This design comes from an exercise in tuning for small area on the open sky130 flow, not from production work. Only simulation tests tie the RTL to the original design; equivalence was not proved. Power and IR drop assume default switching activity.

job 105:
## multiplier
module multiplier(
  input wire clk,
  input wire rst_n,
  input wire [15:0] a,
  input wire [15:0] b,
  output reg [31:0] res);
  wire w1;
  wire w2;
  wire w3;
  wire w4;
  wire w5;
  wire w6;
  wire w7;
  wire w8;
  wire w9;
  wire w10;
  wire w11;
  wire w12;
  wire w13;
  wire w14;
  wire w15;
  wire w16;
  wire w17;
  wire w18;
  wire w19;
  wire w20;
  wire w21;
  wire w22;
  wire w23;
  wire w24;
  wire w25;
  wire w26;
  wire w27;
  wire w28;
  wire w29;
  wire w30;
  wire w31;
  wire w32;
  wire w33;
  wire w34;
  wire w35;
  wire w36;
  wire w37;
  wire w38;
  wire w39;
  wire w40;
  wire w41;
  wire w42;
  wire w43;
  wire w44;
  wire w45;
  wire w46;
  wire w47;
  wire w48;
  wire w49;
  wire w50;
  wire w51;
  wire w52;
  wire w53;
  wire w54;
  wire w55;
  wire w56;
  wire w57;
  wire w58;
  wire w59;
  wire w60;
  wire w61;
  wire w62;
  wire w63;
  wire w64;
  wire w65;
  wire w66;
  wire w67;
  wire w68;
  wire w69;
  wire w70;
  wire w71;
  wire w72;
  wire w73;
  wire w74;
  wire w75;
  wire w76;
  wire w77;
  wire w78;
  wire w79;
  wire w80;
  wire w81;
  wire w82;
  wire w83;
  wire w84;
  wire w85;
  wire w86;
  wire w87;
  wire w88;
  wire w89;
  wire w90;
  wire w91;
  wire w92;
  wire w93;
  wire w94;
  wire w95;
  wire w96;
  wire w97;
  wire w98;
  wire w99;
  wire w100;
  wire w101;
  wire w102;
  wire w103;
  wire w104;
  wire w105;
  wire w106;
  wire w107;
  wire w108;
  ...
Size: about 660 cells after synthesis, about 32 flip-flops, roughly 66 I/O pins.
make LEC_CHECK=0 CAP_MARGIN=20 CORE_MARGIN=2 CORE_UTILIZATION=40 SLEW_MARGIN=20 SYNTH_HIERARCHICAL=1 SYNTH_MINIMUM_KEEP_SIZE=0 finish   # period 7.5 ns
run.sh (not shown) runs the stock make flow with config.mk's settings and CLKGATE_MAP_FILE= SYNTH_SCRIPT=/design/flow/synth_recipe.tcl, a recipe that flattens the netlist after the stock synthesis.
Job 105 completed end to end with timing, DRC and antenna clean.
Changes in job 101 relative to job 105:
Settings: putting GPL_TIMING_DRIVEN at 0 where nothing was set; swapping 40 for 70 in CORE_UTILIZATION; putting CTS_BUF_LIST at sky130_fd_sc_hd__clkbuf_4 sky130_fd_sc_hd__clkbuf_8 where nothing was set.
==> flow/flow/run.sh (new file) <==
#!/bin/bash
# Own layout flow: the standard flow (standard.sh), with
#  - port buffers of the smallest buffer cell (buf_1) instead of the default choice,
#  - the a21oi cells that synthesis upsized put back to a21oi_1 before floorplanning
#    (the resizer upsizes again wherever timing needs it).
set -euo pipefail
here=$(pwd)
export BUFFER_PORTS_ARGS="-buffer_cell sky130_fd_sc_hd__buf_1"
export PRE_FLOORPLAN_TCL="$here/flow/pre_floorplan.tcl"
bash standard.sh > "$here/standard_flow.log" 2>&1
==> flow/flow/pre_floorplan.tcl (new file) <==
# Put cells that synthesis upsized back to their smallest size; the resizer upsizes
# again where timing needs it.
set db [ord::get_db]
set swaps {sky130_fd_sc_hd__a21oi_2 sky130_fd_sc_hd__a21oi_1 sky130_fd_sc_hd__o21ai_2 sky130_fd_sc_hd__o21ai_1}
set n 0
foreach inst [[ord::get_db_block] getInsts] {
  set m [[$inst getMaster] getName]
  if {[dict exists $swaps $m]} {
    $inst swapMaster [$db findMaster [dict get $swaps $m]]
    incr n
  }
}
puts "pre_floorplan: downsized $n cells"
==> flow/standard.sh (new file) <==
#!/bin/bash
# synth_recipe.tcl (not shown) runs the flow's synth.tcl, then flattens the netlist and writes it again
# the make line also repeats each setting of config.mk as NAME=value (left out here)
make -C /OpenROAD-flow-scripts/flow DESIGN_CONFIG=/design/flow/config.mk WORK_HOME=/design/flow/orfs CLKGATE_MAP_FILE= SYNTH_SCRIPT=/design/flow/synth_recipe.tcl "${@:-finish}"
removed: flow/run.sh
==> summary.txt <==
Final routed wirelength across all metal layers for job 101 is lower than for job 105. Horizontal die dimension ends up lower on job 101. Going from job 105 to job 101, peak clock frequency supported by timing shrank by a few percent. Job 105 leaves more setup margin than job 101. Job 101 vs job 105: power down by more than 10%. Global-route met1 utilization up 15 points in job 101 wrt job 105. Final instance area: higher on job 105. Job 101 has completed all stages; timing, DRC and antenna checks passed. In job 101 relative to job 105, number of ordinary and repair buffers in the finished layout had gone down by a few percent. In the reports for job 105 and job 101, the smaller total die area belongs to job 101. Between job 101 and job 105, it is job 101 whose fraction of power consumed by the clock network is lower, by 1.0 points.

Setup of build 73:
multiplier, a different RTL version from the one above (not shown whole).
Size in the first run: about 650 cells after synthesis, about 66 I/O pins.
clock: 7.5 ns
lec_check: 0
cap_margin: 20
core_margin: 2
core_utilization: 70
gpl_timing_driven: 0
slew_margin: 20
synth_hierarchical: 1
synth_minimum_keep_size: 0
standard.sh (not shown) runs the stock make flow with config.mk's settings and CLKGATE_MAP_FILE= SYNTH_SCRIPT=/design/flow/synth_recipe.tcl, a recipe that flattens the netlist after the stock synthesis.
==> flow/flow/run.sh <==
#!/bin/bash
# Own layout flow: the standard flow (standard.sh), with
#  - port buffers of the smallest buffer cell (buf_1) instead of the default choice,
#  - the a21oi/o21ai cells that synthesis upsized put back to size 1 before floorplanning
#    (the resizer upsizes again wherever timing needs it),
#  - clock tree synthesis with small clock buffers and no dummy loads.
set -euo pipefail
here=$(pwd)
export BUFFER_PORTS_ARGS="-buffer_cell sky130_fd_sc_hd__buf_1"
export PRE_FLOORPLAN_TCL="$here/flow/pre_floorplan.tcl"
export CTS_ARGS="-sink_clustering_enable -repair_clock_nets -dont_use_dummy_load -buf_list sky130_fd_sc_hd__clkbuf_4 -root_buf sky130_fd_sc_hd__clkbuf_4 -sink_clustering_size 8 -sink_clustering_max_diameter 60"
bash standard.sh > "$here/standard_flow.log" 2>&1
==> flow/flow/pre_floorplan.tcl <==
# Put cells that synthesis upsized back to their smallest size; the resizer upsizes
# again where timing needs it.
set db [ord::get_db]
set swaps {sky130_fd_sc_hd__a21oi_2 sky130_fd_sc_hd__a21oi_1 sky130_fd_sc_hd__o21ai_2 sky130_fd_sc_hd__o21ai_1}
set n 0
foreach inst [[ord::get_db_block] getInsts] {
  set m [[$inst getMaster] getName]
  if {[dict exists $swaps $m]} {
    $inst swapMaster [$db findMaster [dict get $swaps $m]]
    incr n
  }
}
puts "pre_floorplan: downsized $n cells"
Relative to build 73, the following input files were edited for build 5:
- CORE_UTILIZATION changed from 70 to 65
- CTS_BUF_LIST newly set to sky130_fd_sc_hd__clkbuf_4 sky130_fd_sc_hd__clkbuf_8
==> flow/flow/run.sh <==
#!/bin/bash
# Own layout flow: the standard flow (standard.sh), with
#  - port buffers of the smallest buffer cell (buf_1) instead of the default choice,
#  - the a21oi cells that synthesis upsized put back to a21oi_1 before floorplanning
#    (the resizer upsizes again wherever timing needs it).
set -euo pipefail
here=$(pwd)
export BUFFER_PORTS_ARGS="-buffer_cell sky130_fd_sc_hd__buf_1"
export PRE_FLOORPLAN_TCL="$here/flow/pre_floorplan.tcl"
bash standard.sh > "$here/standard_flow.log" 2>&1
Results
Diff build 73 -> build 5 | final hold slack | decrease of 140 ps. In the reports for build 73 and build 5, the larger global-route wire length before repair belongs to build 5. Changes observed in build 5 relative to build 73: clock-buffer cell count increased 1, buffers plus inverters on the worst setup path essentially unchanged. Comparing build 73 against build 5, there is no change at all in gate count after technology mapping. As far as number of design rule violations left after detail routing goes, build 73 and build 5 are indistinguishable; the numbers are identical. Diff build 73 -> build 5: clock power went up; proportion of power drawn by the clock network up 2.0 points. Final non-filler cell area came out higher on build 5 than on build 73.
For build 11, these inputs were changed with respect to build 5:
- changing CAP_MARGIN from 20 to 10
- changing SLEW_MARGIN from 20 to 10
- changing CORE_UTILIZATION from 65 to 78
- removing CTS_BUF_LIST (formerly sky130_fd_sc_hd__clkbuf_4 sky130_fd_sc_hd__clkbuf_8)
==> flow/flow/run.sh <==
#!/bin/bash
# Own layout flow: the standard flow (standard.sh), with
#  - port buffers of the smallest buffer cell (buf_1) instead of the default choice,
#  - the a21oi/o21ai cells that synthesis upsized put back to size 1 before floorplanning
#    (the resizer upsizes again wherever timing needs it),
#  - clock tree synthesis with small clock buffers and no dummy loads.
set -euo pipefail
here=$(pwd)
export BUFFER_PORTS_ARGS="-buffer_cell sky130_fd_sc_hd__buf_1"
export PRE_FLOORPLAN_TCL="$here/flow/pre_floorplan.tcl"
export CTS_ARGS="-sink_clustering_enable -repair_clock_nets -dont_use_dummy_load -buf_list sky130_fd_sc_hd__clkbuf_4 -root_buf sky130_fd_sc_hd__clkbuf_4 -sink_clustering_size 8 -sink_clustering_max_diameter 60"
bash standard.sh > "$here/standard_flow.log" 2>&1
[summary]
In summary, build 11 completed successfully, with a layout that passed the timing, design-rule and antenna checks. Build 5 went all the way through the flow, and no timing, DRC or antenna check failed. Measured against each other, build 11 and build 5 differ in core utilization, the higher figure coming from build 11. In build 11, the post-route minimum period came out 100 ps below the value in build 5. The count of boundary I/O pins on build 5 is in line with that on build 11. Diff build 11..build 5 | power attributed to sequential cells | negligible.

[static timing again, ports no longer ideal]
How much do the figures lean on ideal ports? The routed layouts below were timed once more, with nothing changed but the port constraints. Step 1 sets driving cells, clkbuf_16 on the clock port and buf_2 on the other inputs (assumed; they add their load-dependent delay and slew). Step 2 adds t to the input delays and takes it off the output delays; t is the mean of the earliest and latest rising clock arrival at the registers after step 1. Input paths then give back, and output paths get back, about the clock's delay inside the block. a / b / c = ideal / step 1 / step 2; a / b = the first two.
run	shift t [ns]	slack for setup (ns)	hold slack, ns	worst setup path at the end	clock arrival spread, ns
job 105	0.337	0.519 / 0.534 / 0.197	1.290 / 1.271 / 1.608	input to register	0.006 / 0.006
job 101	0.336	0.221 / 0.240 / -0.095	1.265 / 1.251 / 1.587	input to register	0.004 / 0.005
build 73	0.375	0.302 / 0.298 / -0.077	1.201 / 1.196 / 1.571	input to register	0.014 / 0.014
build 5	0.331	0.322 / 0.331 / 0.000	1.065 / 1.052 / 1.383	input to register	0.008 / 0.008
build 11	0.376	0.426 / 0.436 / 0.060	1.199 / 1.191 / 1.566	input to register	0.017 / 0.017
Met with ideal ports but missed after step 2: setup timing in job 101 and build 73. For build 73, which loses most, drivers alone change the setup slack by -0.004 ns; drivers and shift together by -0.379 ns.
